What follows belongs to an exercise in optimizing a design on an open flow for small area and a short achievable clock period; a production flow would make more cautious choices.
Where RTL was checked, it was by simulation tests only, not by an equivalence proof against the original.
Function not checked in runs 3 to 5: the RTL went through the layout flow alone.
Power is estimated from default activity; no workload was simulated.

File: flow/config.mk
export PLATFORM = sky130hd
export DESIGN_NAME = finalproject
export DESIGN_NICKNAME = finalproject
export VERILOG_FILES = /design/flow/design.v
export SDC_FILE = /design/flow/constraint.sdc
export NUM_CORES = 4
export LEC_CHECK = 0
export ABC_AREA = 1
export CAP_MARGIN = 20
export CORE_MARGIN = 2
export CORE_UTILIZATION = 40
export CTS_BUF_LIST = sky130_fd_sc_hd__clkbuf_8
export SLEW_MARGIN = 20
File: flow/constraint.sdc
create_clock -name core_clock -period 10.0 [get_ports {CLK}]
set_input_delay 2.0000 -clock core_clock [delete_from_list [all_inputs] [get_ports {CLK}]]
set_output_delay 2.0000 -clock core_clock [all_outputs]
set_load 0.01 [all_outputs]
File: flow/design.v
module finalproject #(
    parameter CLK_FREQ_HZ = 8_000,
    parameter SCAN_RATE   = 1000
)(
    input  wire        CLK,
    input  wire        RST_N,
    input  wire [3:0]  ROWS,
    output wire [3:0]  COLS,
    output wire [7:0]  HEX0,
    output wire [7:0]  HEX1,
    output wire [7:0]  HEX2,
    output wire [9:0]  LEDS,
    output wire [7:0]  DBG
);
    reg [2:0] cnt;
    reg       tick;        
    reg       started;     
    reg [3:0] colsx;       
    assign COLS = colsx ^ 4'b1110;
    always @(posedge CLK or negedge RST_N) begin
        if (!RST_N) begin
            cnt   <= 3'd0;
            tick  <= 1'b0;
            started <= 1'b0;
            colsx <= 4'b0000;
        end else begin
            cnt  <= cnt + 3'd1;
            tick <= (cnt == 3'd7);
            if (tick) begin
                started <= 1'b1;
                if (started) colsx <= {COLS[2:0], COLS[3]} ^ 4'b1110;
            end
        end
    end
    wire one_row = (ROWS == 4'b1110) | (ROWS == 4'b1101) |
                   (ROWS == 4'b1011) | (ROWS == 4'b0111);
    wire [1:0] cidx = {~COLS[3] | ~COLS[2], ~COLS[3] | ~COLS[1]};
    wire [1:0] ridx = {~ROWS[3] | ~ROWS[2], ~ROWS[3] | ~ROWS[1]};
    reg [3:0] kcode;
    always @(*) begin
        case ({cidx, ridx})
            4'b00_00: kcode = 4'd1;  4'b00_01: kcode = 4'd4;
            4'b00_10: kcode = 4'd7;  4'b00_11: kcode = 4'hE;
            4'b01_00: kcode = 4'd2;  4'b01_01: kcode = 4'd5;
            4'b01_10: kcode = 4'd8;  4'b01_11: kcode = 4'd0;
            4'b10_00: kcode = 4'd3;  4'b10_01: kcode = 4'd6;
            4'b10_10: kcode = 4'd9;  4'b10_11: kcode = 4'hF;
            4'b11_00: kcode = 4'hA;  4'b11_01: kcode = 4'hB;
            4'b11_10: kcode = 4'hC;  default:  kcode = 4'hD;
        endcase
    end
    reg [3:0] code;        
    reg       kev;         
    reg       busy;        
    always @(posedge CLK) code <= kcode;
    always @(posedge CLK or negedge RST_N) begin
        if (!RST_N) begin
            kev  <= 1'b0;
            busy <= 1'b0;
        end else begin
            kev <= tick & ~busy & one_row;
            if (tick) busy <= (ROWS != 4'b1111);
        end
    end
    wire k_clr   = (code == 4'hE);
    wire k_eq    = (code == 4'hF);
    wire k_op    = code[3] & (code[2] ^ code[1]);
    wire k_digit = ~code[3] | ~(code[2] | code[1]);
    function [6:0] seg;
        input [3:0] v;
        begin
            seg[0] = (v[0] & ~v[1] & ~v[2] & ~v[3]) | (v[0] & ~v[1] & v[2] & v[3]) | (~v[0] & ~v[1] & v[2] & ~v[3]) | (v[0] & v[1] & ~v[2] & v[3]);
            seg[1] = (~v[0] & v[2] & v[3]) | (v[0] & ~v[1] & v[2] & ~v[3]) | (~v[0] & v[1] & v[2]) | (v[0] & v[1] & v[3]);
            seg[2] = (~v[0] & v[1] & ~v[2] & ~v[3]) | (v[1] & v[2] & v[3]) | (~v[0] & v[2] & v[3]);
            seg[3] = (v[0] & ~v[1] & ~v[2] & ~v[3]) | (~v[0] & ~v[1] & v[2] & ~v[3]) | (~v[0] & v[1] & ~v[2] & v[3]) | (v[0] & v[1] & v[2]);
            seg[4] = (v[0] & ~v[3]) | (~v[1] & v[2] & ~v[3]) | (v[0] & ~v[1] & ~v[2]);
            seg[5] = (v[0] & ~v[1] & v[2] & v[3]) | (v[1] & ~v[2] & ~v[3]) | (v[0] & ~v[2] & ~v[3]) | (v[0] & v[1] & ~v[3]);
            seg[6] = (~v[0] & ~v[1] & v[2] & v[3]) | (v[0] & v[1] & v[2] & ~v[3]) | (~v[1] & ~v[2] & ~v[3]);
        end
    endfunction
    reg [6:0] opa, opb;
    reg [2:0] op;
    reg       done;
    reg       nfirst_op;   
    wire      first_op = ~nfirst_op;
    wire      opsel = nfirst_op;
    reg [1:0] dcnt;
    reg [3:0] last_key;
    reg       nready;      
    wire      ready = ~nready;
    reg [6:0] nh0, nh1, nh2;
    wire [6:0] hex0 = nh0 ^ 7'b1000000;
    wire [6:0] hex1 = ~nh1;
    wire [6:0] hex2 = ~nh2;
    reg [9:0] lfsr;
    wire acc   = kev & ready;
    wire work  = acc & ~k_clr & ~done;      
    wire w_dig = work & k_digit;
    wire w_op  = work & k_op;
    wire w_eq  = work & k_eq;
    wire w_clr = acc & k_clr;
    wire       two = (dcnt == 2'd1);
    wire [6:0] x10 = {last_key, 3'b000} + {2'b00, last_key, 1'b0} + {3'b000, code};
    wire [6:0] nv  = two ? x10 : {3'b000, code};
    localparam [9:0] LFSR_SEED = 10'h001;
    localparam [9:0] LFSR_END  = 10'h2d3;
    wire [9:0] lfsr_nx = {lfsr[8:0], lfsr[9] ^ lfsr[6]};
    always @(posedge CLK)
        lfsr <= work ? LFSR_SEED : lfsr_nx;
    localparam S_IDLE = 3'd0, S_WAIT = 3'd1, S_START = 3'd2, S_LOOP = 3'd3,
               S_FIX = 3'd4, S_CONV = 3'd5, S_SEG = 3'd6;
    reg [7:0] R, Q;
    reg       c, qc, eqf;
    reg [2:0] st;
    wire op_sub = (op == 3'd2);
    wire op_mul = (op == 3'd3);
    wire op_div = (op == 3'd4);
    wire k0 = (cnt == 3'd0);
    wire k7 = (cnt == 3'd7);
    wire [7:0] opa8 = {1'b0, opa};
    wire [7:0] opb8 = {1'b0, opb};
    wire ab = opa8[cnt];
    wire bb = opb8[cnt];
    wire tb = (cnt == 3'd1) | (cnt == 3'd3);                  
    wire eb = (cnt == 3'd1) | (cnt == 3'd2) | (cnt == 3'd3);   
    wire bz  = (opb == 7'd0);
    wire err = op_div & bz;
    wire ld  = ~op_mul;    
    wire in_conv = (st == S_CONV);
    wire sub = in_conv | op_sub | op_div;
    wire rb  = R[0];
    wire qb  = Q[0];
    wire yb  = (in_conv ? tb : bb) ^ sub;
    wire cin = k0 ? sub : c;
    wire sb  = rb ^ yb ^ cin;
    wire cout = (rb & yb) | (cin & (rb ^ yb));
    wire qcin = k0 | qc;
    wire qs  = qb ^ qcin;
    reg nbR, nbQ;
    always @(*) begin
        case (st)
            S_START: begin
                nbR = err ? eb : (ld & ab);
                nbQ = err ? eb : ld;
            end
            S_LOOP, S_CONV: begin
                nbR = sb;
                nbQ = qs;
            end
            S_FIX: begin
                nbR = op_div ? qb : (op_mul & rb);
                nbQ = 1'b0;
            end
            default: begin
                nbR = rb;
                nbQ = qb;
            end
        endcase
        if (k7) begin
            nbR = 1'b0;
            nbQ = 1'b0;
        end
    end
    wire ge10 = R[7] | R[6] | R[5] | (R[4] & (R[3] | R[2]));
    wire q9   = Q[4] & Q[1];
    wire [2:0] s_cs = (ge10 & ~q9) ? S_CONV : S_SEG;
    wire [3:0] units = {R[2], R[1], R[0], R[7]};       
    wire [3:0] s0   = (st == S_SEG) ? Q[4:1] : (k_eq ? (units & {4{opsel}}) : code);
    wire [6:0] seg0 = seg(s0);
    reg [2:0] st_n;
    always @(*) begin
        case (st)
            S_WAIT:  st_n = S_START;
            S_START: st_n = err ? S_SEG : ((ld | ~eqf) ? S_LOOP : s_cs);
            S_LOOP:  st_n = op_mul ? (eqf ? S_FIX : S_LOOP) :
                            op_div ? (c ? S_LOOP : S_FIX) :
                            op_sub ? (c ? s_cs : S_FIX) : s_cs;
            S_FIX:   st_n = s_cs;
            S_CONV:  st_n = s_cs;
            default: st_n = S_IDLE;
        endcase
    end
    always @(posedge CLK) begin
        c   <= cout;
        qc  <= qcin & qb;
        eqf <= (k0 | eqf) & ~(nbQ ^ ab);
        R   <= {nbR, R[7:1]};
        if ((st == S_SEG) & k7) Q <= {1'b0, seg0};
        else Q <= {nbQ, Q[7:1]};
    end
    always @(posedge CLK or negedge RST_N) begin
        if (!RST_N) st <= S_IDLE;
        else if (w_dig | w_op) st <= S_WAIT;
        else if (k7) st <= st_n;
    end
    wire [2:0] op_n   = w_clr ? 3'd0 : (w_op ? code[2:0] - 3'd1 : op);
    wire       done_n = ~w_clr & (done | w_eq);
    always @(posedge CLK or negedge RST_N) begin
        if (!RST_N) begin
            opa <= 0; opb <= 0; op <= 0; done <= 0;
            nfirst_op <= 0; dcnt <= 0; last_key <= 0; nready <= 0;
            nh0 <= 7'd0; nh1 <= 7'd0; nh2 <= 7'd0;
        end else begin
            if (work) nready <= 1'b1;
            else if (lfsr == LFSR_END && cnt == 3'd2) nready <= 1'b0;
            if (acc) last_key <= code;
            if (w_clr | (w_dig & first_op)) opa <= w_clr ? 7'd0 : nv;
            if (w_clr | (w_dig & ~first_op)) opb <= w_clr ? 7'd0 : nv;
            op <= op_n;
            done <= done_n;
            if (w_clr | w_op) nfirst_op <= ~w_clr;
            if (w_clr | w_op | w_dig) dcnt <= w_dig ? (two ? 2'd2 : 2'd1) : 2'd0;
            if (w_clr) nh0 <= (7'b1000000) ^ 7'b1000000;
            else if (w_dig | w_eq) nh0 <= (seg0) ^ 7'b1000000;
            if (w_eq) nh1 <= ~(opsel ? {Q[5:0], Q[7]} : 7'b1000000);
            else if (w_dig & two) nh1 <= ~(hex0);
            else if (w_clr | w_op | w_dig) nh1 <= ~(7'b1111111);
            if (w_clr) nh2 <= ~(7'b1111111);
            else if (w_op)
                case (code[2:0])
                    3'b010:  nh2 <= ~(7'b0001000);     
                    3'b011:  nh2 <= ~(7'b0000011);     
                    3'b100:  nh2 <= ~(7'b1000110);     
                    default: nh2 <= ~(7'b0100001);     
                endcase
            else if (w_eq & ~opsel) nh2 <= ~(7'b0001110);   
        end
    end
    assign HEX0 = {1'b1, hex0};
    assign HEX1 = {1'b1, hex1};
    assign HEX2 = {1'b1, hex2};
    assign LEDS = {done, opsel, first_op, dcnt, ready, last_key};
    assign DBG  = {op, done, opa[3:0]};
endmodule
File: flow/flow/run.sh
#!/bin/bash
# Own flow: the standard layout (standard.sh, unchanged synthesis,
# floorplan, power grid, placement, CTS and routing), with two changes:
#  - the port buffers are plain buffers instead of the delay cells that
#    buffer_ports picks by default;
#  - setup repair aims at a margin below the clock period.
# Each tool's full output stays in orfs/logs; make's output goes to
# standard.log in this folder.
set -euo pipefail
bash standard.sh \
  "BUFFER_PORTS_ARGS=-buffer_cell sky130_fd_sc_hd__buf_1" \
  SETUP_SLACK_MARGIN=7 \
  finish > standard.log 2>&1
File: flow/standard.sh
#!/bin/bash
# synth_recipe.tcl (not shown) runs the flow's synth.tcl, then flattens the netlist and writes it again
# the make line also repeats each setting of config.mk as NAME=value (left out here)
make -C /OpenROAD-flow-scripts/flow DESIGN_CONFIG=/design/flow/config.mk WORK_HOME=/design/flow/orfs CLKGATE_MAP_FILE= SYNTH_SCRIPT=/design/flow/synth_recipe.tcl "${@:-finish}"
==> metrics.sh, run 1 <==
GRT_START_MAX_NET_PINS=62
SYNTH_TOP_FAMILY_BY_AREA='simple AND/OR/NAND/NOR gates'
TRITONCTS='yes'
WIRE_PER_INST_UM=13.79
SYNTH_XOR_AREA_SHARE_PCT=0.3622
MAX_STAGE_DELAY_NS=0.46
CLKTRANSATPATHREGS_NS=0.10
AREA_GROWTH_SYN_TO_LAYOUT_PCT=11.95
INITIAL_ANTENNA_VIOLATION_COUNT=0
FLOORPLAN.DIE.WIDTH_UM=114.0
VIA_COUNT=4096
TOTALNEGATIVESETUPSLACK_NS=0
POST_SYNTH_MUX_AREA_SHARE_PCT=0
OUTCOME='complete, no violations'
FMAXACHIEVABLE_MHz=333.0
PLACE_HPWL_UM=8470
GRT_OVERFLOW=0
TIMING.FINAL.MAX_SLEW_VIOLATIONS=0
POSTSYNTHREGISTERBITS=94
CP-STARTPOINT='nfirst_op'
GRT_FIRST_PASS_WIRELENGTH_UM=18750
FINALWORSTPATHREQUIREDPERIOD_NS=3.003
POWER.INTERNAL_uW=577.8
POWER_FRAC_SEQ_PCT=54.2
SYNTH_TOP_CELL_BY_AREA='sky130_fd_sc_hd__dfrtp_1'
POSTCTSHOLDBUFS=0
POWER.SWITCHING_uW=219.4
VIASPERCELL=4.953
POST_ROUTE_CELLS_DRIVE_ABOVE_1_SHARE_PCT=12.50
TOTAL_LEAKAGE_POWER_uW=0.002689
STD_CELL_ROWS=40
MAX_CAP_VIOL=0
SYN-INSTANCE-COUNT=622
SYNTHESIS.YOSYS.WARNINGS=1
HEIGHT_OF_THE_CHIP_UM=114.0
AREA_FRACTION_IN_AND_OR_NAND_AND_NOR_CELLS_AFTER_SYNTHESIS_PCT=24.99
SYNTH_CELL_TYPES=42
CLOCK-SINKS=94
TOTAL_POWER_uW=797.3
REPORT.FINAL.SETUP_VIOL=0
COUNT_OF_BUFFERS_INSERTED_AT_THE_TOP_LEVEL_PORTS=48
SYNTHARSTFLOPSHARE_PCT=64.89
GROUTE.USAGE.OVERALL_PCT=18.18
SETUP_REPAIR_AFTER_GLOBAL_ROUTING_MISSED_ITS_MARGIN='yes'
TIMING.CLOCK.SKEW_NS=0.01535
DIE_AREA_MM2=0.01299
SEQ_AREA_FRAC_SYNTH_PCT=45.23
CLOCK-ROOT-BUFFER='sky130_fd_sc_hd__clkbuf_8'
TIMING.CRITICAL_PATH.TO='LEDS[7]'
POST_SYNTH_MAIN_AREA_CONTRIBUTORS='sky130_fd_sc_hd__dfrtp_1 (32%), sky130_fd_sc_hd__dfxtp_1 (14%), sky130_fd_sc_hd__nand2_1 (12%), sky130_fd_sc_hd__inv_1 (6.5%), sky130_fd_sc_hd__o21ai_0 (6.2%)'
DOMINANTREGCELLSYNTH='sky130_fd_sc_hd__dfrtp_1'
START_KIND='flop'
NUMCTSBUFFERS=9
NUMBER_OF_ENABLE_TYPE_REGISTER_CELLS_IN_THE_SYNTHESIZED_NETLIST=0
FIN_NETS=703
ENDPOINT_KIND='output pin'
CRITPATHSLOWESTCELL='sky130_fd_sc_hd__dfrtp_2'
POSTSYNTHAREAPERCELL_UM2=7.775
PIN_COUNT=52
FIRST_GLOBAL_VIAS=3867
FINAL-HOLD-VIOLATION-COUNT=0
CTS_MAX_LEVEL=3
DRTPASS1ITERATIONS=4
WORST_VOLTAGE_DROP_ACROSS_THE_VDD_GRID_V=0.00006696
POWER.SHARE.CLOCK_PCT=33.2
HOLD_PATH_CLASS='reg -> reg'
WORST-SLEW-PIN-TRANSITION_NS=0.8162
POST-ROUTE-DRC-COUNT=0
CRITPATHARRIVALTIME_NS=1.00
SYNTH_COMMON_CELLS='sky130_fd_sc_hd__nand2_1 (158), sky130_fd_sc_hd__inv_1 (84), sky130_fd_sc_hd__dfrtp_1 (61), sky130_fd_sc_hd__o21ai_0 (60), sky130_fd_sc_hd__nor2_1 (50)'
YOSYSTOPAREACELLSHARE_PCT=31.57
SHARE_COMB_OF_TOTAL_POWER_PCT=12.6
MOST_FREQUENTLY_USED_CELL_TYPE_IN_THE_POST_SYNTHESIS_NETLIST='sky130_fd_sc_hd__nand2_1'
TIMING.RR.START='cnt[1]'
CELL_CHAIN_CRITICAL_PATH='inv_4, buf_6'
SYNTH_FA_HA_AREA_SHARE_PCT=6.158
FF2FF_SETUP_SLACK_NS=7.58
ANTENNA_VIOLATING_NETS_POST_ROUTE=0
WORST-SETUP-PATH-TYPE='reg -> out'
SYNTH-COMPOUND-AREA-SHARE_PCT=12.50
CP_MAX_FO=5
WORSTREG2REGEND='R[7]'
DRT-TOTAL-WL_UM=11400
GP_CONGESTION=0.8605
TIMING.MAX_SLEW.REL_SLACK_PCT=45.58
HOLD_PATH_STARTPOINT='R[6]'
SYNTH_AREA_MM2=0.004836
DETAIL_ROUTE.ITER0.VIOLATIONS=143
LAYOUT_WORST_PATH_CYCLE_SHARE_PCT=30.03
WORSTPATHREQUIRED_NS=8.00
POWER_PER_CELL_AREA_mW_PER_MM2=147.3
COUNT_OF_ANTENNA_DIODES_IN_THE_LAYOUT=0
CORE_AREA_MM2=0.01191
CTS_BUFFER_DEPTH=2
NETSWITCHINGFRACTION_PCT=27.52
REG2REGPATHDEPTH=12
FLOORPLAN.INITIALDENSITY_PCT=40.60
WORST_SKEW_PAIR.LATE_LATENCY_NS=0.37
-- critical path, delay by kind of cell, from the launching register on --
family / cells / cell delay, ns
flip-flops: 1 / 0.46
buffers and inverters: 2 / 0.17
-- flip-flops by register name, indices dropped and copies added, names as in the netlist, 3 cells and up --
name / cells
lfsr: 10
Q: 8
R: 8
nh0: 7
nh1: 7
nh2: 7
opa: 7
opb: 7
code: 4
colsx: 4
last_key: 4
cnt: 3
op: 3
st: 3
-- power groups by stage --
stage | logic [uW] | clock network [uW] | registers (uW)
6_report | 101 | 264 | 432
5_1_grt | 118 | 286 | 437
4_1_cts | 99.7 | 271 | 433
3_5_place_dp | 96.5 | 0 | 441
3_3_place_gp | 93.5 | 0 | 440
2_1_floorplan | 73.7 | 0 | 434
-- worst min-delay path by stage --
stage,end,cells after the start
3_3_place_gp,R[3],0
2_1_floorplan,R[3],0
6_report,R[5],0
5_1_grt,R[5],0
4_1_cts,R[5],0
3_5_place_dp,R[3],0
-- cell type report --
cell class | count | area [um^2]
clock buffers | 11 | 151.4
multi-input cells | 412 | 2140
clock inverters | 5 | 56.30
repair buffers | 63 | 334.1
inverters | 95 | 359.1
well taps | 147 | 183.9
flip-flops and latches | 94 | 2190
fillers | 1245 | 6497
-- metrics by stage --
stage	utilization, %	area [um^2]	worst slack [ns]	cells	hold slack, ns
3_5_place_dp	42.45	5056	7.052	797	0.3366
2_1_floorplan	-	4843	7.234	624	0.3249
6_report	45.45	5414	6.997	827	0.3436
3_3_place_gp	42.45	5056	7.131	797	0.3334
5_1_grt	45.45	5414	6.965	827	0.3635
4_1_cts	44.95	5354	6.975	822	0.3464
-- timing repair --
item / 4_1_cts / 5_1_grt
hold endpoints to repair: 0 / 0
setup endpoints to repair: 12 / 20
setup buffers: 9 / 5
resized for setup: 15 / 18
-- per-layer routing --
metal	GRT usage (%)	part of all wire (%)
met4	6.260	1.7
met2	28.53	46
met3	3.188	3.6
met1	25.43	49
met5	0	0
-- cell usage in the layout (no fill, tap or decap), types with 3 or more instances in the layout --
master and n:
sky130_fd_sc_hd__clkbuf_2 14, sky130_fd_sc_hd__inv_2 8, sky130_fd_sc_hd__a21oi_1 16, sky130_fd_sc_hd__nor2_4 3
sky130_fd_sc_hd__o311ai_0 6, sky130_fd_sc_hd__dfxtp_1 33, sky130_fd_sc_hd__nand4_1 6, sky130_fd_sc_hd__o22ai_1 5
sky130_fd_sc_hd__o21ai_1 4, sky130_fd_sc_hd__o21ai_0 60, sky130_fd_sc_hd__fa_1 3, sky130_fd_sc_hd__buf_1 25
sky130_fd_sc_hd__clkinv_1 4, sky130_fd_sc_hd__nand2_1 158, sky130_fd_sc_hd__clkbuf_8 11, sky130_fd_sc_hd__conb_1 3
sky130_fd_sc_hd__nand2_2 4, sky130_fd_sc_hd__or2_2 4, sky130_fd_sc_hd__nor2_2 4, sky130_fd_sc_hd__ha_1 19
sky130_fd_sc_hd__nand3b_1 3, sky130_fd_sc_hd__buf_2 7, sky130_fd_sc_hd__nor3_1 8, sky130_fd_sc_hd__nand3_1 35
sky130_fd_sc_hd__dfrtp_1 59, sky130_fd_sc_hd__buf_4 15, sky130_fd_sc_hd__inv_1 82, sky130_fd_sc_hd__nor2_1 50
-- logic make-up after synthesis --
group / count (synthesis)
simple gates: 280
buf+inv: 118
xor+xnor: 2
other cells: 1
fa+ha+maj: 22
compound gates: 105
flops: 94
==> run 2: changes to the inputs <==
--- a/flow/config.mk
+++ b/flow/config.mk
@@ -9,5 +9,4 @@
 export CAP_MARGIN = 20
 export CORE_MARGIN = 2
 export CORE_UTILIZATION = 40
-export CTS_BUF_LIST = sky130_fd_sc_hd__clkbuf_8
 export SLEW_MARGIN = 20
==> metrics.sh, run 2 <==
WIRE_PER_INST_UM=13.73  # -0.45%
TIMING.CLOCK.SKEW_NS=0.009475  # -0.005873 ns
FIN_UTIL_PCT=45.44  # about the same
POST_SYNTH_MUX_AREA_SHARE_PCT=0  # unchanged
POST_ROUTE_CELLS_DRIVE_ABOVE_1_SHARE_PCT=9.254  # -3.2 points
DP.CELLS=797  # unchanged
CLOCK-SINKS=94  # unchanged
CRITPATHARRIVALTIME_NS=0.96  # -0.04 ns
ENDPOINT_KIND='output pin'
MAX_CAP_VIOL=0  # unchanged
TOTALNEGATIVESETUPSLACK_NS=0  # unchanged
TIMING.MAX_SLEW.REL_SLACK_PCT=45.86  # +0.28 points
FLOORPLAN.DIE.WIDTH_UM=114.0  # unchanged
HOLD_PATH_CLASS='reg -> reg'
POSTCTSHOLDBUFS=0  # unchanged
SYNTH_FA_HA_AREA_SHARE_PCT=6.158  # unchanged
WORST_SKEW_PAIR.LATE_LATENCY_NS=0.34  # -0.03 ns
FINAL-HOLD-VIOLATION-COUNT=0  # unchanged
TOTAL_POWER_uW=872.4  # +9.4%
WORSTPATHREQUIRED_NS=8.00  # about the same
SYNTH_TOP_CELL_BY_AREA='sky130_fd_sc_hd__dfrtp_1'
POST_SYNTH_MAIN_AREA_CONTRIBUTORS='sky130_fd_sc_hd__dfrtp_1 (32%), sky130_fd_sc_hd__dfxtp_1 (14%), sky130_fd_sc_hd__nand2_1 (12%), sky130_fd_sc_hd__inv_1 (6.5%), sky130_fd_sc_hd__o21ai_0 (6.2%)'
VIA_COUNT=4038  # -1.4%
TRITONCTS='yes'
POSTSYNTHREGISTERBITS=94  # unchanged
STD_CELL_ROWS=40  # unchanged
POSTSYNTHAREAPERCELL_UM2=7.775  # unchanged
GROUTE.USAGE.OVERALL_PCT=18.04  # -0.14 points
REGMOSTFLOPS='lfsr'
COUNT_OF_BUFFERS_INSERTED_AT_THE_TOP_LEVEL_PORTS=48  # unchanged
SYNTH_COMMON_CELLS='sky130_fd_sc_hd__nand2_1 (158), sky130_fd_sc_hd__inv_1 (84), sky130_fd_sc_hd__dfrtp_1 (61), sky130_fd_sc_hd__o21ai_0 (60), sky130_fd_sc_hd__nor2_1 (50)'
AREA_GROWTH_SYN_TO_LAYOUT_PCT=11.93  # about the same
SYNTHESIS.YOSYS.WARNINGS=1  # unchanged
AREA_FRACTION_IN_AND_OR_NAND_AND_NOR_CELLS_AFTER_SYNTHESIS_PCT=24.99  # unchanged
DRT-TOTAL-WL_UM=11210  # -1.7%
LARGEST_REGISTER_FF_COUNT=10  # unchanged
CLOCK-ROOT-BUFFER='sky130_fd_sc_hd__clkbuf_16'
MOST_FREQUENTLY_USED_CELL_TYPE_IN_THE_POST_SYNTHESIS_NETLIST='sky130_fd_sc_hd__nand2_1'
PATH_DELAY_FAMILY='flip-flops'
GRT_START_MAX_NET_PINS=62  # unchanged
INITIAL_ANTENNA_VIOLATION_COUNT=0  # unchanged
TIMING.FINAL.MAX_SLEW_VIOLATIONS=0  # unchanged
FLOORPLAN.INITIALDENSITY_PCT=40.60  # unchanged
CTS_BUFFER_DEPTH=2  # unchanged
CLKTRANSATPATHREGS_NS=0.07  # -0.03 ns
WORST-SETUP-PATH-TYPE='reg -> out'
REPORT.FINAL.SETUP_VIOL=0  # unchanged
NUMBER_OF_ENABLE_TYPE_REGISTER_CELLS_IN_THE_SYNTHESIZED_NETLIST=0  # unchanged
WORST_VOLTAGE_DROP_ACROSS_THE_VDD_GRID_V=0.00007708  # +15%
YOSYSTOPAREACELLSHARE_PCT=31.57  # unchanged
SYNTH_AREA_MM2=0.004836  # unchanged
POST-ROUTE-DRC-COUNT=0  # unchanged
SEQ_AREA_FRAC_SYNTH_PCT=45.23  # unchanged
PLACE_HPWL_UM=8470  # unchanged
POWER_PER_CELL_AREA_mW_PER_MM2=161.2  # +9.4%
CELL_CHAIN_CRITICAL_PATH='inv_4, buf_6'
WORST-SLEW-PIN-TRANSITION_NS=0.8121  # -0.004142 ns
DOMINANTREGCELLSYNTH='sky130_fd_sc_hd__dfrtp_1'
COUNT_OF_ANTENNA_DIODES_IN_THE_LAYOUT=0  # unchanged
CP_MAX_FO=5  # unchanged
GRT_FIRST_PASS_WIRELENGTH_UM=18550  # -1.0%
CTS_MAX_LEVEL=3  # unchanged
FIN_NETS=693  # -1.4%
FINALWORSTPATHREQUIREDPERIOD_NS=2.964  # -0.03930 ns
START_KIND='flop'
OUTCOME='complete, no violations'
LAYOUT_WORST_PATH_CYCLE_SHARE_PCT=29.64  # -0.39 points
CRITICAL_PATH_BUF_INV_COUNT=2  # unchanged
DIE_AREA_MM2=0.01299  # unchanged
FIRST_GLOBAL_VIAS=3804  # -1.6%
MOST_COMMON_LIBRARY_CELL_IN_THE_LAYOUT_IGNORING_FILL_AND_TAPS='sky130_fd_sc_hd__nand2_1'
HEIGHT_OF_THE_CHIP_UM=114.0  # unchanged
FMAXACHIEVABLE_MHz=337.4  # +1.3%
SYN-INSTANCE-COUNT=622  # unchanged
PIN_COUNT=52  # unchanged
SYNTH-COMPOUND-AREA-SHARE_PCT=12.50  # unchanged
TOTAL_LEAKAGE_POWER_uW=0.002648  # -1.5%
LARGESTREGISTERS='lfsr x10, Q x8, R x8'
VIASPERCELL=4.942  # -0.21%
CRITPATHSLOWESTCELL='sky130_fd_sc_hd__dfrtp_2'
GRT_OVERFLOW=0  # unchanged
SETUP_REPAIR_AFTER_GLOBAL_ROUTING_MISSED_ITS_MARGIN='yes'
DRTPASS1ITERATIONS=5  # +1
MAX_STAGE_DELAY_NS=0.45  # about the same
NUMCTSBUFFERS=9  # unchanged
SYNTHARSTFLOPSHARE_PCT=64.89  # unchanged
DETAIL_ROUTE.ITER0.VIOLATIONS=122  # -15%
SYNTH_XOR_AREA_SHARE_PCT=0.3622  # unchanged
SYNTH_TOP_FAMILY_BY_AREA='simple AND/OR/NAND/NOR gates'
LAYOUT_COMMON_CELLS='sky130_fd_sc_hd__nand2_1 (158), sky130_fd_sc_hd__inv_1 (82), sky130_fd_sc_hd__o21ai_0 (60)'
CORE_AREA_MM2=0.01191  # unchanged
GP_CONGESTION=0.8605  # unchanged
FINAL_CELL_COUNT_NO_FILL=817  # -1.2%
SYNTH_CELL_TYPES=42  # unchanged
ANTENNA_VIOLATING_NETS_POST_ROUTE=0  # unchanged
run 2: cell counts after synthesis:
Identical to the previous run, type by type.
run 2: cell families after synthesis:
kind of cell,count (synthesis)
AO/OA/AOI/OAI,105
other,1
adder cells (fa/ha/maj),22
XOR/XNOR,2
AND/OR/NAND/NOR,280
buffers and inverters,118
flip-flops,94
run 2: metal layers:
layer / vias up / part of all wire (%) / wire, um / GRT usage, %
met5: - / 0 / 0 / 0
met4: 0 / 1.3 / 151 / 5.854
met3: 11 / 4.0 / 445 / 3.826
met2: 80 / 46 / 5175 / 28.21
met1: 1882 / 49 / 5441 / 25.05
li1: 2065 / - / - / -
run 2: cell type report:
cell class	instances	area, um^2
fill	1222	6499
sequential	94	2191
multi-input combinational	412	2140
inverter	95	359.1
clock buffer	12	277.8
timing repair buffer	53	235.2
tap	147	183.9
clock inverter	4	26.28
run 2: repair_timing:
action,4_1_cts,5_1_grt
setup buffers,2,2
setup endpoints to repair,4,8
gates resized for setup,7,9
cloned,0,0
run 2: path summary, 6_finish.rpt:
path                            slack, ns       from  cells past startpoint        end
min in group asynchronous            1.82      RST_N                      2        kev
worst min-delay path                 0.35       R[6]                      0       R[5]
worst max register to register       7.58     cnt[1]                     12       R[7]
worst min register to register       0.35       R[6]                      0       R[5]
max in group asynchronous            7.59      RST_N                      2  nfirst_op
worst max-delay path                 7.04  nfirst_op                      2    LEDS[7]
run 2: power by group:
part | switching [uW] | leakage (uW) | internal [uW]
Clock | 145 | 0.000150 | 197
Combinational | 63.2 | 0.00141 | 33.6
Sequential | 20.7 | 0.00108 | 413
Total | 229 | 0.00265 | 643
run 2: through the flow:
stage,setup slack [ns],area (um^2),hold slack [ns]
2_1_floorplan,7.234,4843,0.3249
3_3_place_gp,7.131,5056,0.3334
3_5_place_dp,7.052,5056,0.3366
4_1_cts,7.000,5385,0.3470
5_1_grt,6.994,5413,0.3669
6_report,7.036,5413,0.3479
==> run 3: changes to the inputs <==
--- a/flow/design.v
+++ b/flow/design.v
@@ -78,7 +78,8 @@
             seg[6] = (~v[0] & ~v[1] & v[2] & v[3]) | (v[0] & v[1] & v[2] & ~v[3]) | (~v[1] & ~v[2] & ~v[3]);
         end
     endfunction
-    reg [6:0] opa, opb;
+    reg [6:0] opa;
+    reg [6:0] opb;
     reg [2:0] op;
     reg       done;
     reg       nfirst_op;   
@@ -190,14 +191,17 @@
     end
     always @(posedge CLK or negedge RST_N) begin
         if (!RST_N) st <= S_IDLE;
-        else if (w_dig | w_op) st <= S_WAIT;
+        else if ((w_dig & opsel) | w_op) st <= S_WAIT;
         else if (k7) st <= st_n;
     end
     wire [2:0] op_n   = w_clr ? 3'd0 : (w_op ? code[2:0] - 3'd1 : op);
     wire       done_n = ~w_clr & (done | w_eq);
+    always @(posedge CLK)
+        if (w_op & first_op) opb <= 7'd0;
+        else if (w_dig & ~first_op) opb <= nv;
     always @(posedge CLK or negedge RST_N) begin
         if (!RST_N) begin
-            opa <= 0; opb <= 0; op <= 0; done <= 0;
+            opa <= 0; op <= 0; done <= 0;
             nfirst_op <= 0; dcnt <= 0; last_key <= 0; nready <= 0;
             nh0 <= 7'd0; nh1 <= 7'd0; nh2 <= 7'd0;
         end else begin
@@ -205,7 +209,6 @@
             else if (lfsr == LFSR_END && cnt == 3'd2) nready <= 1'b0;
             if (acc) last_key <= code;
             if (w_clr | (w_dig & first_op)) opa <= w_clr ? 7'd0 : nv;
-            if (w_clr | (w_dig & ~first_op)) opb <= w_clr ? 7'd0 : nv;
             op <= op_n;
             done <= done_n;
             if (w_clr | w_op) nfirst_op <= ~w_clr;
==> metrics.sh, run 3 <==
OUTCOME='complete, no violations'
DRTPASS1ITERATIONS=4  # -1
GRT_OVERFLOW=0  # unchanged
FIN_NETS=697  # +0.58%
GP_CONGESTION=0.8960  # +4.1%
SEQ_AREA_FRAC_SYNTH_PCT=43.80  # -1.4 points
CORE_AREA_MM2=0.01201  # +0.84%
CRITPATHSLOWESTCELL='sky130_fd_sc_hd__dfrtp_4'
REPORT.FINAL.SETUP_VIOL=0  # unchanged
PIN_COUNT=52  # unchanged
FINALWORSTPATHREQUIREDPERIOD_NS=2.997  # +0.03337 ns
GLOBALROUTEMET1UTIL_PCT=23.88  # -1.2 points
FLOORPLAN.INITIALDENSITY_PCT=40.91  # +0.31 points
REGMOSTFLOPS='lfsr'
HOLD_PATH_CLASS='reg -> reg'
FMAXACHIEVABLE_MHz=333.6  # -1.1%
NUMBER_OF_ENABLE_TYPE_REGISTER_CELLS_IN_THE_SYNTHESIZED_NETLIST=0  # unchanged
START_KIND='flop'
ENDPOINT_KIND='output pin'
AREA_GROWTH_SYN_TO_LAYOUT_PCT=10.85
COUNT_OF_BUFFERS_INSERTED_AT_THE_TOP_LEVEL_PORTS=48  # unchanged
CLOCK-SINKS=94  # unchanged
POSTCTSHOLDBUFS=0  # unchanged
LAYOUT_WORST_PATH_CYCLE_SHARE_PCT=29.97  # +0.33 points
STD_CELL_ROWS=40  # unchanged
SETUP_REPAIR_AFTER_GLOBAL_ROUTING_MISSED_ITS_MARGIN='yes'
TIMING.CLOCK.SKEW_NS=0.009226  # -0.0002497 ns
GRT_START_MAX_NET_PINS=55  # -11%
MET3_USAGE_PCT=3.743  # -0.083 points
TOTAL_POWER_uW=845.7  # -3.1%
CRITPATHARRIVALTIME_NS=1.00  # +0.04 ns
SYNTHESIS.YOSYS.WARNINGS=1  # unchanged
WORSTPATHREQUIRED_NS=8.00  # about the same
SYNTH-COMPOUND-AREA-SHARE_PCT=13.83  # +1.3 points
SYNTH_TOP_CELL_BY_AREA='sky130_fd_sc_hd__dfrtp_1'
ANTENNA_VIOLATING_NETS_POST_ROUTE=0  # unchanged
COUNT_OF_ANTENNA_DIODES_IN_THE_LAYOUT=0  # unchanged
SYN-INSTANCE-COUNT=629  # +1.1%
MET2_USAGE_PCT=28.24  # +0.030 points
AREA_FRACTION_IN_AND_OR_NAND_AND_NOR_CELLS_AFTER_SYNTHESIS_PCT=24.19  # -0.80 points
TOTAL_LEAKAGE_POWER_uW=0.002731  # +3.1%
LARGEST_REGISTER_FF_COUNT=10  # unchanged
LARGESTREGISTERS='lfsr x10, Q x8, R x8'
POST_SYNTH_MAIN_AREA_CONTRIBUTORS='sky130_fd_sc_hd__dfrtp_1 (28%), sky130_fd_sc_hd__dfxtp_1 (16%), sky130_fd_sc_hd__nand2_1 (10%), sky130_fd_sc_hd__inv_1 (6.6%), sky130_fd_sc_hd__o21ai_0 (6.1%)'
MOST_COMMON_LIBRARY_CELL_IN_THE_LAYOUT_IGNORING_FILL_AND_TAPS='sky130_fd_sc_hd__nand2_1'
GLOBAL_ROUTE.PEAK_USAGE_LAYER='met2'
SYNTHARSTFLOPSHARE_PCT=57.45  # -7.4 points
FINAL-HOLD-VIOLATION-COUNT=0  # unchanged
GRT_FIRST_PASS_WIRELENGTH_UM=18590  # +0.18%
POSTSYNTHAREAPERCELL_UM2=7.812  # +0.47%
LAYOUT_COMMON_CELLS='sky130_fd_sc_hd__nand2_1 (135), sky130_fd_sc_hd__inv_1 (84), sky130_fd_sc_hd__o21ai_0 (60)'
CP_MAX_FO=3  # -2
DOMINANTREGCELLSYNTH='sky130_fd_sc_hd__dfrtp_1'
POST_ROUTE_CELLS_DRIVE_ABOVE_1_SHARE_PCT=10.83  # +1.6 points
DRT-TOTAL-WL_UM=10930  # -2.6%
DIE_AREA_MM2=0.01319  # +1.5%
SYNTH_AREA_MM2=0.004913  # +1.6%
PLACE_HPWL_UM=8254  # -2.5%
SYNTH_TOP_FAMILY_BY_AREA='simple AND/OR/NAND/NOR gates'
WORST_VOLTAGE_DROP_ACROSS_THE_VDD_GRID_V=0.0001140  # +48%
VIA_COUNT=4032  # -0.15%
POST_SYNTH_MUX_AREA_SHARE_PCT=0.2037  # +0.20 points
SYNTH_XOR_AREA_SHARE_PCT=0.5348  # +0.17 points
WORST-SLEW-PIN-TRANSITION_NS=0.7348  # -0.07729 ns
TRITONCTS='yes'
SYNTH_COMMON_CELLS='sky130_fd_sc_hd__nand2_1 (135), sky130_fd_sc_hd__inv_1 (86), sky130_fd_sc_hd__o21ai_0 (60), sky130_fd_sc_hd__dfrtp_1 (54), sky130_fd_sc_hd__nor2_1 (53)'
HEIGHT_OF_THE_CHIP_UM=114.8  # +0.77%
FLOORPLAN.DIE.WIDTH_UM=114.8  # +0.77%
CLOCK-ROOT-BUFFER='sky130_fd_sc_hd__clkbuf_16'
POST-ROUTE-DRC-COUNT=0  # unchanged
CTS_BUFFER_DEPTH=2  # unchanged
CLKTRANSATPATHREGS_NS=0.07  # about the same
TIMING.FINAL.MAX_SLEW_VIOLATIONS=0  # unchanged
SYNTH_FA_HA_AREA_SHARE_PCT=6.061  # -0.097 points
TIMING.MAX_SLEW.REL_SLACK_PCT=51.01  # +5.2 points
PATH_DELAY_FAMILY='flip-flops'
CTS_MAX_LEVEL=3  # unchanged
CELL_CHAIN_CRITICAL_PATH='inv_4, buf_6'
INITIAL_ANTENNA_VIOLATION_COUNT=0  # unchanged
POSTSYNTHREGISTERBITS=94  # unchanged
YOSYSTOPAREACELLSHARE_PCT=27.50  # -4.1 points
WIRE_PER_INST_UM=13.31  # -3.0%
WORST-SETUP-PATH-TYPE='reg -> out'
TOTALNEGATIVESETUPSLACK_NS=0  # unchanged
POWER_PER_CELL_AREA_mW_PER_MM2=155.3  # -3.7%
VIASPERCELL=4.911  # -0.64%
SYNTH_CELL_TYPES=47  # +12%
MAX_STAGE_DELAY_NS=0.50  # +0.05 ns
NUMCTSBUFFERS=9  # unchanged
FIRST_GLOBAL_VIAS=3928  # +3.3%
GROUTE.USAGE.OVERALL_PCT=17.80  # -0.24 points
WORST_SKEW_PAIR.LATE_LATENCY_NS=0.34  # about the same
DETAIL_ROUTE.ITER0.VIOLATIONS=147  # +20%
MAX_CAP_VIOL=0  # unchanged
CRITICAL_PATH_BUF_INV_COUNT=2  # unchanged
MOST_FREQUENTLY_USED_CELL_TYPE_IN_THE_POST_SYNTHESIS_NETLIST='sky130_fd_sc_hd__nand2_1'
[run 3: cells by family (layout without fill, tap and decap cells)]
logic type	count (synthesis)	in the layout
XOR/XNOR	3	3
buffers and inverters	124	167
other	1	3
AND/OR/NAND/NOR	263	263
flip-flops	94	94
multiplexers	1	1
adder cells (fa/ha/maj)	22	22
AO/OA/AOI/OAI	121	121
[run 3: cell type report]
type	count	area (um^2)
inverter	99	376.6
timing repair buffer	52	224.0
multi-input combinational	413	2213
fill	1214	6565
tap	147	183.9
clock inverter	5	37.54
sequential	94	2157
clock buffer	11	254.0
[run 3: path summary, 6_finish.rpt]
kind / from / end / slack [ns] / depth (start not counted)
min reg2reg: R[4] / R[3] / 0.36 / 0
min: R[4] / R[3] / 0.36 / 0
min in group asynchronous: RST_N / colsx[1] / 1.79 / 2
max reg2reg: code[3] / opa[6] / 7.50 / 10
max in group asynchronous: RST_N / nfirst_op / 7.64 / 2
max: nfirst_op / LEDS[7] / 7.00 / 2
[run 3: per-layer routing]
| metal | vias up | part of all wire [%] |
|---|---|---|
| met5 | - | 0 |
| met4 | 0 | 1.2 |
| met3 | 7 | 4.2 |
| met2 | 75 | 46 |
| met1 | 1874 | 49 |
| li1 | 2076 | - |
[run 3: repair_timing]
| item | in CTS | in global routing |
|---|---|---|
| resized for setup | 7 | 6 |
| endpoints found under the setup margin | 5 | 6 |
| setup buffers | 2 | 1 |
| pin swaps | 0 | 0 |
[run 3: metrics by stage]
step                cells  hold slack [ns]  cell area, um^2  utilization (%)  setup slack (ns)
finish                821           0.3554             5446            45.34             7.003
global route          821           0.3633             5446            45.34             6.966
CTS                   820           0.3539             5433            45.23             6.985
detailed placement    802           0.3410             5112            42.56             6.883
global placement      802           0.3331             5112            42.56             6.897
floorplan             631           0.3249             4921                -             7.032
[run 3: power by group]
part / switching [uW] / internal (uW) / leakage [uW]
clock network: 149 / 186 / 0.000146
registers: 15.7 / 407 / 0.00104
logic: 57.7 / 30.5 / 0.00154
==> run 4: changes to the inputs <==
--- a/flow/design.v
+++ b/flow/design.v
@@ -79,7 +79,7 @@
         end
     endfunction
     reg [6:0] opa;
-    reg [6:0] opb;
+    reg [7:0] opbr;
     reg [2:0] op;
     reg       done;
     reg       nfirst_op;   
@@ -119,12 +119,11 @@
     wire k0 = (cnt == 3'd0);
     wire k7 = (cnt == 3'd7);
     wire [7:0] opa8 = {1'b0, opa};
-    wire [7:0] opb8 = {1'b0, opb};
     wire ab = opa8[cnt];
-    wire bb = opb8[cnt];
+    wire bb = opbr[0];
     wire tb = (cnt == 3'd1) | (cnt == 3'd3);                  
     wire eb = (cnt == 3'd1) | (cnt == 3'd2) | (cnt == 3'd3);   
-    wire bz  = (opb == 7'd0);
+    wire bz  = (opbr == 8'd0);
     wire err = op_div & bz;
     wire ld  = ~op_mul;    
     wire in_conv = (st == S_CONV);
@@ -191,17 +190,14 @@
     end
     always @(posedge CLK or negedge RST_N) begin
         if (!RST_N) st <= S_IDLE;
-        else if ((w_dig & opsel) | w_op) st <= S_WAIT;
+        else if (w_dig | w_op) st <= S_WAIT;
         else if (k7) st <= st_n;
     end
     wire [2:0] op_n   = w_clr ? 3'd0 : (w_op ? code[2:0] - 3'd1 : op);
     wire       done_n = ~w_clr & (done | w_eq);
-    always @(posedge CLK)
-        if (w_op & first_op) opb <= 7'd0;
-        else if (w_dig & ~first_op) opb <= nv;
     always @(posedge CLK or negedge RST_N) begin
         if (!RST_N) begin
-            opa <= 0; op <= 0; done <= 0;
+            opa <= 0; opbr <= 0; op <= 0; done <= 0;
             nfirst_op <= 0; dcnt <= 0; last_key <= 0; nready <= 0;
             nh0 <= 7'd0; nh1 <= 7'd0; nh2 <= 7'd0;
         end else begin
@@ -209,6 +205,9 @@
             else if (lfsr == LFSR_END && cnt == 3'd2) nready <= 1'b0;
             if (acc) last_key <= code;
             if (w_clr | (w_dig & first_op)) opa <= w_clr ? 7'd0 : nv;
+            if (w_clr) opbr <= 8'd0;
+            else if (w_dig & ~first_op) opbr <= {nv[1:0], 1'b0, nv[6:2]};
+            else opbr <= {opbr[0], opbr[7:1]};
             op <= op_n;
             done <= done_n;
             if (w_clr | w_op) nfirst_op <= ~w_clr;
==> metrics.sh, run 4 <==
OUTCOME='complete, no violations'
TIMING.CLOCK.SKEW_NS=0.01150  # +0.002274 ns
CELL_CHAIN_CRITICAL_PATH='clkinvlp_4, buf_6'
TOTAL_LEAKAGE_POWER_uW=0.002839  # +4.0%
FLOORPLAN.INITIALDENSITY_PCT=41.39  # +0.49 points
TOTALNEGATIVESETUPSLACK_NS=0  # unchanged
CP_MAX_FO=3  # unchanged
DETAIL_ROUTE.ITER0.VIOLATIONS=232  # +58%
GROUTE.USAGE.OVERALL_PCT=18.74  # +0.94 points
SYN-INSTANCE-COUNT=634  # +0.79%
NUMCTSBUFFERS=9  # unchanged
DIE_AREA_MM2=0.01345  # +2.0%
FINAL-HOLD-VIOLATION-COUNT=0  # unchanged
CLOCK-SINKS=95  # +1.1%
YOSYSTOPAREACELLSHARE_PCT=30.95  # +3.4 points
CLKTRANSATPATHREGS_NS=0.07  # about the same
PATH_DELAY_FAMILY='flip-flops'
TRITONCTS='yes'
HOLD_PATH_CLASS='reg -> reg'
SETUP_REPAIR_AFTER_GLOBAL_ROUTING_MISSED_ITS_MARGIN='yes'
WORST_VOLTAGE_DROP_ACROSS_THE_VDD_GRID_V=0.0001265  # +11%
FIN_UTIL_PCT=46.01  # +0.67 points
MAX_STAGE_DELAY_NS=0.40  # -0.10 ns
SYNTH_COMMON_CELLS='sky130_fd_sc_hd__nand2_1 (139), sky130_fd_sc_hd__inv_1 (98), sky130_fd_sc_hd__dfrtp_1 (62), sky130_fd_sc_hd__o21ai_0 (59), sky130_fd_sc_hd__nor2_1 (51)'
DRT-TOTAL-WL_UM=11480  # +5.1%
WORST-SETUP-PATH-TYPE='reg -> out'
POST_ROUTE_CELLS_DRIVE_ABOVE_1_SHARE_PCT=11.03  # +0.20 points
MOST_COMMON_LIBRARY_CELL_IN_THE_LAYOUT_IGNORING_FILL_AND_TAPS='sky130_fd_sc_hd__nand2_1'
ENDPOINT_KIND='output pin'
GRT_OVERFLOW=0  # unchanged
VIASPERCELL=4.798  # -2.3%
COUNT_OF_BUFFERS_INSERTED_AT_THE_TOP_LEVEL_PORTS=48  # unchanged
TIMING.MAX_SLEW.REL_SLACK_PCT=46.52  # -4.5 points
SYNTHARSTFLOPSHARE_PCT=65.26  # +7.8 points
HEIGHT_OF_THE_CHIP_UM=116.0  # +0.98%
CRITPATHSLOWESTCELL='sky130_fd_sc_hd__dfrtp_2'
STD_CELL_ROWS=40  # unchanged
WIRE_PER_INST_UM=13.54  # +1.8%
CORE_AREA_MM2=0.01211  # +0.83%
REPORT.FINAL.SETUP_VIOL=0  # unchanged
FIRST_GLOBAL_VIAS=3984  # +1.4%
FLOORPLAN.DIE.WIDTH_UM=116.0  # +0.98%
INITIAL_ANTENNA_VIOLATION_COUNT=1  # +1
POWER_PER_CELL_AREA_mW_PER_MM2=192.1  # +24%
GRT_FIRST_PASS_WIRELENGTH_UM=19510  # +5.0%
POSTSYNTHAREAPERCELL_UM2=7.908  # +1.2%
COUNT_OF_ANTENNA_DIODES_IN_THE_LAYOUT=0  # unchanged
WORST_SKEW_PAIR.LATE_LATENCY_NS=0.35  # about the same
LARGEST_REGISTER_FF_COUNT=10  # unchanged
SYNTHESIS.YOSYS.WARNINGS=1  # unchanged
NUMBER_OF_ENABLE_TYPE_REGISTER_CELLS_IN_THE_SYNTHESIZED_NETLIST=0  # unchanged
WORST-SLEW-PIN-TRANSITION_NS=0.8022  # +0.06733 ns
FIN_NETS=702  # +0.72%
FINALHOLDWORSTSLACK_NS=0.3511  # -0.004247 ns
MAX_CAP_VIOL=0  # unchanged
VIA_COUNT=4069  # +0.92%
MOST_FREQUENTLY_USED_CELL_TYPE_IN_THE_POST_SYNTHESIS_NETLIST='sky130_fd_sc_hd__nand2_1'
SYNTH_AREA_MM2=0.005014  # +2.0%
CLOCK-ROOT-BUFFER='sky130_fd_sc_hd__clkbuf_16'
PIN_COUNT=52  # unchanged
SYNTH_TOP_CELL_BY_AREA='sky130_fd_sc_hd__dfrtp_1'
GP_CONGESTION=0.8327  # -7.1%
POST_SYNTH_MAIN_AREA_CONTRIBUTORS='sky130_fd_sc_hd__dfrtp_1 (31%), sky130_fd_sc_hd__dfxtp_1 (13%), sky130_fd_sc_hd__nand2_1 (10%), sky130_fd_sc_hd__inv_1 (7.3%), sky130_fd_sc_hd__o21ai_0 (5.9%)'
SYNTH_CELL_TYPES=44  # -6.4%
CTS_MAX_LEVEL=3  # unchanged
GRT_START_MAX_NET_PINS=63  # +15%
CTS_BUFFER_DEPTH=2  # unchanged
AREA_GROWTH_SYN_TO_LAYOUT_PCT=11.16
PLACE_HPWL_UM=8869  # +7.4%
WORSTPATHREQUIRED_NS=8.00  # about the same
POST-ROUTE-DRC-COUNT=0  # unchanged
TIMING.FINAL.MAX_SLEW_VIOLATIONS=0  # unchanged
POSTSYNTHREGISTERBITS=95  # +1.1%
FINALWORSTPATHREQUIREDPERIOD_NS=3.030  # +0.03226 ns
LAYOUT_COMMON_CELLS='sky130_fd_sc_hd__nand2_1 (139), sky130_fd_sc_hd__inv_1 (96), sky130_fd_sc_hd__o21ai_0 (59), sky130_fd_sc_hd__dfrtp_1 (59), sky130_fd_sc_hd__nor2_1 (51)'
LAYOUT_WORST_PATH_CYCLE_SHARE_PCT=30.30  # +0.32 points
DOMINANTREGCELLSYNTH='sky130_fd_sc_hd__dfrtp_1'
POSTCTSHOLDBUFS=0  # unchanged
CRITPATHARRIVALTIME_NS=1.03  # +0.03 ns
FMAXACHIEVABLE_MHz=330.1  # -1.1%
CRITICAL_PATH_BUF_INV_COUNT=2  # unchanged
START_KIND='flop'
SEQ_AREA_FRAC_SYNTH_PCT=44.12  # +0.32 points
DRTPASS1ITERATIONS=4  # unchanged
REGMOSTFLOPS='lfsr'
ANTENNA_VIOLATING_NETS_POST_ROUTE=0  # unchanged
-- run 4: cell types whose count changed after synthesis, moves of 7 or more --
cell	before	now
sky130_fd_sc_hd__dfxtp_1	40	33
sky130_fd_sc_hd__o311ai_1	0	7
sky130_fd_sc_hd__nand3_1	30	38
sky130_fd_sc_hd__inv_1	86	98
sky130_fd_sc_hd__dfrtp_1	54	62
sky130_fd_sc_hd__a21oi_1	27	16
-- run 4: worst paths after layout --
kind                            from   endpoint  slack, ns  depth (start not counted)
max in group asynchronous      RST_N  nfirst_op       7.61                          2
max                        nfirst_op    LEDS[7]       6.97                          2
min                             R[4]       R[3]       0.35                          0
min reg2reg                     R[4]       R[3]       0.35                          0
max reg2reg                  code[3]    opbr[4]       7.68                         11
min in group asynchronous      RST_N     opa[1]       1.81                          2
-- run 4: power breakdown --
| part | leakage, uW | switching, uW | internal (uW) | total [uW] |
|---|---|---|---|---|
| Combinational | 0.00162 | 162 | 86.6 | 248 |
| Sequential | 0.00110 | 50.6 | 451 | 502 |
| Clock | 0.000121 | 151 | 169 | 320 |
| Total | 0.00284 | 363 | 707 | 1070 |
-- run 4: layer usage --
layer | wire length (um) | global-route usage (%) | vias up
met5 | 0 | 0 | -
met4 | 150 | 6.905 | 0
met3 | 427 | 2.981 | 9
met2 | 5322 | 29.40 | 59
met1 | 5582 | 26.29 | 1922
li1 | - | - | 2079
-- run 4: metrics by stage --
stage,power [uW],std cells,setup WS [ns],area (um^2)
floorplan,685.5,636,7.032,5022
global placement,747.2,827,6.920,5240
detailed placement,755.5,827,6.882,5240
CTS,1078,846,6.948,5552
global route,1144,848,6.927,5573
finish,1070,848,6.970,5573
-- run 4: area by class of cell --
type | count | area [um^2]
Clock inverter | 6 | 47.55
Inverter | 109 | 417.9
Clock buffer | 10 | 229.0
Multi-Input combinational cell | 406 | 2215
Timing Repair Buffer | 54 | 237.7
Tap cell | 168 | 210.2
Sequential cell | 95 | 2216
Fill cell | 1252 | 6539
-- run 4: timing repair --
item,CTS,global route
gates resized for setup,4,7
setup buffers,3,2
cloned,0,0
endpoints found under the setup margin,2,8
-- run 4: kinds of logic after synthesis --
family	share of synthesized area [%]
muxes	0.1997
AOI/OAI and AO/OA	12.83
DFF	44.12
and+or+nand+nor	25.06
adders and majority gates	5.690
xor gates and xnor gates	0.1747
buffers and inverters	11.85
other	0.07480
==> run 5: changes to the inputs <==
--- a/flow/design.v
+++ b/flow/design.v
@@ -14,21 +14,21 @@
 );
     reg [2:0] cnt;
     reg       tick;        
-    reg       started;     
+    reg       first;       
     reg [3:0] colsx;       
     assign COLS = colsx ^ 4'b1110;
     always @(posedge CLK or negedge RST_N) begin
         if (!RST_N) begin
             cnt   <= 3'd0;
             tick  <= 1'b0;
-            started <= 1'b0;
+            first <= 1'b1;
             colsx <= 4'b0000;
         end else begin
             cnt  <= cnt + 3'd1;
             tick <= (cnt == 3'd7);
             if (tick) begin
-                started <= 1'b1;
-                if (started) colsx <= {COLS[2:0], COLS[3]} ^ 4'b1110;
+                first <= 1'b0;
+                if (!first) colsx <= {COLS[2:0], COLS[3]} ^ 4'b1110;
             end
         end
     end
@@ -51,15 +51,15 @@
     end
     reg [3:0] code;        
     reg       kev;         
-    reg       busy;        
+    reg       idle;        
     always @(posedge CLK) code <= kcode;
     always @(posedge CLK or negedge RST_N) begin
         if (!RST_N) begin
             kev  <= 1'b0;
-            busy <= 1'b0;
+            idle <= 1'b1;
         end else begin
-            kev <= tick & ~busy & one_row;
-            if (tick) busy <= (ROWS != 4'b1111);
+            kev <= tick & idle & one_row;
+            if (tick) idle <= (ROWS == 4'b1111);
         end
     end
     wire k_clr   = (code == 4'hE);
@@ -78,13 +78,12 @@
             seg[6] = (~v[0] & ~v[1] & v[2] & v[3]) | (v[0] & v[1] & v[2] & ~v[3]) | (~v[1] & ~v[2] & ~v[3]);
         end
     endfunction
-    reg [6:0] opa;
-    reg [7:0] opbr;
+    reg [6:0] opa, opb;
     reg [2:0] op;
+    reg       opsel;
     reg       done;
     reg       nfirst_op;   
     wire      first_op = ~nfirst_op;
-    wire      opsel = nfirst_op;
     reg [1:0] dcnt;
     reg [3:0] last_key;
     reg       nready;      
@@ -111,7 +110,7 @@
     localparam S_IDLE = 3'd0, S_WAIT = 3'd1, S_START = 3'd2, S_LOOP = 3'd3,
                S_FIX = 3'd4, S_CONV = 3'd5, S_SEG = 3'd6;
     reg [7:0] R, Q;
-    reg       c, qc, eqf;
+    reg       c, qc, qz;
     reg [2:0] st;
     wire op_sub = (op == 3'd2);
     wire op_mul = (op == 3'd3);
@@ -119,11 +118,12 @@
     wire k0 = (cnt == 3'd0);
     wire k7 = (cnt == 3'd7);
     wire [7:0] opa8 = {1'b0, opa};
+    wire [7:0] opb8 = {1'b0, opb};
     wire ab = opa8[cnt];
-    wire bb = opbr[0];
+    wire bb = opb8[cnt];
     wire tb = (cnt == 3'd1) | (cnt == 3'd3);                  
     wire eb = (cnt == 3'd1) | (cnt == 3'd2) | (cnt == 3'd3);   
-    wire bz  = (opbr == 8'd0);
+    wire bz  = (opb == 7'd0);
     wire err = op_div & bz;
     wire ld  = ~op_mul;    
     wire in_conv = (st == S_CONV);
@@ -134,21 +134,22 @@
     wire cin = k0 ? sub : c;
     wire sb  = rb ^ yb ^ cin;
     wire cout = (rb & yb) | (cin & (rb ^ yb));
+    wire qx  = (st == S_START) ? ~ab : qb;
     wire qcin = k0 | qc;
-    wire qs  = qb ^ qcin;
+    wire qs  = qx ^ qcin;
     reg nbR, nbQ;
     always @(*) begin
         case (st)
             S_START: begin
                 nbR = err ? eb : (ld & ab);
-                nbQ = err ? eb : ld;
+                nbQ = err ? eb : (ld | qs);
             end
             S_LOOP, S_CONV: begin
                 nbR = sb;
                 nbQ = qs;
             end
             S_FIX: begin
-                nbR = op_div ? qb : (op_mul & rb);
+                nbR = op_div & qb;
                 nbQ = 1'b0;
             end
             default: begin
@@ -171,8 +172,8 @@
     always @(*) begin
         case (st)
             S_WAIT:  st_n = S_START;
-            S_START: st_n = err ? S_SEG : ((ld | ~eqf) ? S_LOOP : s_cs);
-            S_LOOP:  st_n = op_mul ? (eqf ? S_FIX : S_LOOP) :
+            S_START: st_n = err ? S_SEG : ((ld | ~qz) ? S_LOOP : s_cs);
+            S_LOOP:  st_n = op_mul ? (qz ? s_cs : S_LOOP) :
                             op_div ? (c ? S_LOOP : S_FIX) :
                             op_sub ? (c ? s_cs : S_FIX) : s_cs;
             S_FIX:   st_n = s_cs;
@@ -182,8 +183,8 @@
     end
     always @(posedge CLK) begin
         c   <= cout;
-        qc  <= qcin & qb;
-        eqf <= (k0 | eqf) & ~(nbQ ^ ab);
+        qc  <= qcin & qx;
+        qz  <= (k0 | qz) & ~nbQ;             
         R   <= {nbR, R[7:1]};
         if ((st == S_SEG) & k7) Q <= {1'b0, seg0};
         else Q <= {nbQ, Q[7:1]};
@@ -197,7 +198,7 @@
     wire       done_n = ~w_clr & (done | w_eq);
     always @(posedge CLK or negedge RST_N) begin
         if (!RST_N) begin
-            opa <= 0; opbr <= 0; op <= 0; done <= 0;
+            opa <= 0; opb <= 0; op <= 0; opsel <= 0; done <= 0;
             nfirst_op <= 0; dcnt <= 0; last_key <= 0; nready <= 0;
             nh0 <= 7'd0; nh1 <= 7'd0; nh2 <= 7'd0;
         end else begin
@@ -205,11 +206,10 @@
             else if (lfsr == LFSR_END && cnt == 3'd2) nready <= 1'b0;
             if (acc) last_key <= code;
             if (w_clr | (w_dig & first_op)) opa <= w_clr ? 7'd0 : nv;
-            if (w_clr) opbr <= 8'd0;
-            else if (w_dig & ~first_op) opbr <= {nv[1:0], 1'b0, nv[6:2]};
-            else opbr <= {opbr[0], opbr[7:1]};
+            if (w_clr | (w_dig & ~first_op)) opb <= w_clr ? 7'd0 : nv;
             op <= op_n;
             done <= done_n;
+            if (w_clr | w_op) opsel <= w_op;
             if (w_clr | w_op) nfirst_op <= ~w_clr;
             if (w_clr | w_op | w_dig) dcnt <= w_dig ? (two ? 2'd2 : 2'd1) : 2'd0;
             if (w_clr) nh0 <= (7'b1000000) ^ 7'b1000000;
--- a/flow/flow/run.sh
+++ b/flow/flow/run.sh
@@ -8,6 +8,6 @@
 # standard.log in this folder.
 set -euo pipefail
 bash standard.sh \
-  "BUFFER_PORTS_ARGS=-buffer_cell sky130_fd_sc_hd__buf_1" \
+  "BUFFER_PORTS_ARGS=-buffer_cell sky130_fd_sc_hd__buf_2" \
   SETUP_SLACK_MARGIN=7 \
   finish > standard.log 2>&1
==> metrics.sh, run 5 <==
SETUP_REPAIR_AFTER_GLOBAL_ROUTING_MISSED_ITS_MARGIN='yes'
HOLD_PATH_CLASS='reg -> reg'
DOMINANTREGCELLSYNTH='sky130_fd_sc_hd__dfrtp_1'
TRITONCTS='yes'
REPORT.FINAL.SETUP_VIOL=0  # unchanged
PIN_COUNT=52  # unchanged
SHARE_COMB_OF_TOTAL_POWER_PCT=10.4  # -13 points
SYNTH-COMPOUND-AREA-SHARE_PCT=10.85  # -2.0 points
PATH_DELAY_FAMILY='flip-flops'
ENDPOINT_KIND='output pin'
POST_ROUTE_CELLS_DRIVE_ABOVE_1_SHARE_PCT=16.79  # +5.8 points
POSTSYNTHAREAPERCELL_UM2=7.802  # -1.3%
TOTAL_LEAKAGE_POWER_uW=0.002920  # +2.9%
MOST_COMMON_LIBRARY_CELL_IN_THE_LAYOUT_IGNORING_FILL_AND_TAPS='sky130_fd_sc_hd__nand2_1'
TIMING.MAX_SLEW.REL_SLACK_PCT=44.29  # -2.2 points
WORST-SLEW-PIN-TRANSITION_NS=0.8357  # +0.03356 ns
WORSTPATHREQUIRED_NS=8.00  # about the same
CLOCK-ROOT-BUFFER='sky130_fd_sc_hd__clkbuf_16'
TOTALNEGATIVESETUPSLACK_NS=0  # unchanged
WIRE_PER_INST_UM=13.34  # -1.5%
POWER.SHARE.CLOCK_PCT=37.5  # +7.6 points
CRITPATHSLOWESTCELL='sky130_fd_sc_hd__dfrtp_1'
FINAL-HOLD-VIOLATION-COUNT=0  # unchanged
LAYOUT_COMMON_CELLS='sky130_fd_sc_hd__nand2_1 (172), sky130_fd_sc_hd__inv_1 (79), sky130_fd_sc_hd__dfrtp_1 (58)'
WORST_VOLTAGE_DROP_ACROSS_THE_VDD_GRID_V=0.00006787  # -46%
VIA_COUNT=4181  # +2.8%
CTS_MAX_LEVEL=3  # unchanged
GRT_FIRST_PASS_WIRELENGTH_UM=19310  # -1.1%
NETSWITCHINGFRACTION_PCT=26.14  # -7.8 points
TIMING.FINAL.MAX_SLEW_VIOLATIONS=0  # unchanged
FIRST_GLOBAL_VIAS=3970  # -0.35%
POWER_FRAC_SEQ_PCT=52.0  # +5.1 points
POST-ROUTE-DRC-COUNT=0  # unchanged
WORST-SETUP-PATH-TYPE='reg -> out'
CLOCK-SINKS=95  # unchanged
START_KIND='flop'
NUMCTSBUFFERS=9  # unchanged
CORE_AREA_MM2=0.01252  # +3.3%
GP_CONGESTION=0.8751  # +5.1%
FINALINSTANCEAREA_MM2=0.005655  # +1.5%
AREA_FRACTION_IN_AND_OR_NAND_AND_NOR_CELLS_AFTER_SYNTHESIS_PCT=28.51  # +3.5 points
SYNTH_TOP_CELL_BY_AREA='sky130_fd_sc_hd__dfrtp_1'
CLKTRANSATPATHREGS_NS=0.06  # about the same
YOSYSTOPAREACELLSHARE_PCT=29.47  # -1.5 points
POSTSYNTHREGISTERBITS=95  # unchanged
PLACED_INST_AREA_MM2=0.005379  # +2.7%
LARGEST_REGISTER_FF_COUNT=10  # unchanged
POWER.SWITCHING_uW=218.3  # -40%
SYNTHARSTFLOPSHARE_PCT=65.26  # unchanged
FLOORPLAN.DIE.WIDTH_UM=116.9  # +0.78%
MAX_CAP_VIOL=0  # unchanged
DRTPASS1ITERATIONS=5  # +1
SYNTH_XOR_AREA_SHARE_PCT=0.6876  # +0.51 points
SETUP_WS_NS=7.037  # +0.06679 ns
FINALWORSTPATHREQUIREDPERIOD_NS=2.963  # -0.06679 ns
SYN-INSTANCE-COUNT=653  # +3.0%
DRT-TOTAL-WL_UM=11590  # +0.97%
MOST_FREQUENTLY_USED_CELL_TYPE_IN_THE_POST_SYNTHESIS_NETLIST='sky130_fd_sc_hd__nand2_1'
FMAXACHIEVABLE_MHz=337.5  # +2.3%
POST_SYNTH_MAIN_AREA_CONTRIBUTORS='sky130_fd_sc_hd__dfrtp_1 (29%), sky130_fd_sc_hd__dfxtp_1 (13%), sky130_fd_sc_hd__nand2_1 (13%), sky130_fd_sc_hd__inv_1 (6.0%), sky130_fd_sc_hd__o21ai_0 (4.5%)'
POST_SYNTH_MUX_AREA_SHARE_PCT=0.2210  # +0.021 points
WORST_SKEW_PAIR.LATE_LATENCY_NS=0.34  # about the same
VIASPERCELL=4.811  # +0.27%
INITIAL_ANTENNA_VIOLATION_COUNT=0  # -1
STD_CELL_ROWS=41  # +2.5%
FLOORPLAN.INITIALDENSITY_PCT=40.70  # -0.69 points
GROUTE.USAGE.OVERALL_PCT=18.13  # -0.62 points
COUNT_OF_BUFFERS_INSERTED_AT_THE_TOP_LEVEL_PORTS=48  # unchanged
OUTCOME='complete, no violations'
SEQ_AREA_FRAC_SYNTH_PCT=43.47  # -0.66 points
SYNTH_AREA_MM2=0.005095  # +1.6%
## run 5: cell types whose count changed after synthesis, sizes merged, moves of 4 or more
cell / delta
o311ai: -7
nor2: -4
a21oi: +8
o21bai: -4
nor3: +7
nand2: +35
o22ai: -4
o21ai: -4
inv: -16
## run 5: metal layers
metal | GRT usage (%) | part of all wire [%] | routed length (um)
met2 | 28.44 | 46 | 5320
met5 | 0 | 0 | 0
met4 | 6.510 | 1.4 | 167
met1 | 25.37 | 48 | 5602
met3 | 3.090 | 4.3 | 503
## run 5: power by group through the flow
stage          Clock, uW  Sequential, uW  Combinational, uW
2_1_floorplan          0             437               66.6
3_3_place_gp           0             441               85.5
3_5_place_dp           0             443               87.8
4_1_cts              322             435               88.9
5_1_grt              339             439                102
6_report             313             435               87.2
## run 5: worst paths after layout
check / startpoint / endpoint / slack [ns] / cells after the start
setup / recovery: op[1] / DBG[6] / 7.04 / 1
hold / removal: R[4] / R[3] / 0.35 / 0
setup reg to reg: code[3] / opb[3] / 7.63 / 8
hold reg to reg: R[4] / R[3] / 0.35 / 0
max in group asynchronous: RST_N / colsx[3] / 7.56 / 2
min in group asynchronous: RST_N / cnt[0] / 1.83 / 2
## run 5: cell type report
cell class | instances | area, um^2 | area share (%)
Clock buffer | 11 | 232.7 | 4.115
Multi-Input combinational cell | 442 | 2349 | 41.53
Timing Repair Buffer | 50 | 255.2 | 4.513
Inverter | 94 | 352.8 | 6.239
Tap cell | 172 | 215.2 | 3.805
Sequential cell | 95 | 2217 | 39.20
Clock inverter | 5 | 33.78 | 0.5973
## run 5: cell families after synthesis
family / after synthesis
other cells: 1
flops: 95
simple gates: 311
mux: 1
fa+ha+maj: 21
compound gates: 102
xor+xnor: 4
buf+inv: 118
## run 5: metrics by stage
step	std cells	total power [uW]	hold WS [ns]	utilization, %
after CTS	869	845.9	0.3472	45.17
final	869	835.3	0.3464	45.18
after detailed placement	852	530.6	0.3318	42.97
after global placement	852	526.7	0.3303	42.97
after floorplan	655	503.5	0.3249	-
after global routing	869	880.0	0.3616	45.18
## run 5: timing repair
item,in CTS,in global routing
buffers inserted,1,0
setup endpoints to repair,2,3
resized for setup,2,3

[re-timing with driven ports]
The flow's constraints put no driver on any port. The routed layouts listed below were extracted and timed again, unchanged, in two steps. Step 1: set_driving_cell puts a clkbuf_16 on CLK and a buf_2 on each other input, an assumption about the parent block. Step 2 adds t to the input delays and takes it off the output delays; t is the mean of the earliest and latest rising clock arrival at the registers after step 1. Input paths then give back, and output paths get back, about the clock's delay inside the block. Three values: ideal ports, drivers, drivers and shift; two values: the first two.
| run | shift t [ns] | slack for setup (ns) | worst register clock-pin slew, ns |
|---|---|---|---|
| run 1 | 0.399 | 6.997 / 6.964 / 7.077 | 0.10 / 0.10 |
| run 2 | 0.376 | 7.036 / 6.999 / 7.082 | 0.07 / 0.07 |
| run 3 | 0.378 | 7.003 / 6.964 / 7.109 | 0.07 / 0.07 |
| run 4 | 0.383 | 6.970 / 6.934 / 7.005 | 0.07 / 0.07 |
| run 5 | 0.379 | 7.037 / 6.997 / 7.196 | 0.07 / 0.07 |
After both steps every run listed still meets setup and hold. The worst setup slack also covers recovery checks on asynchronous resets.
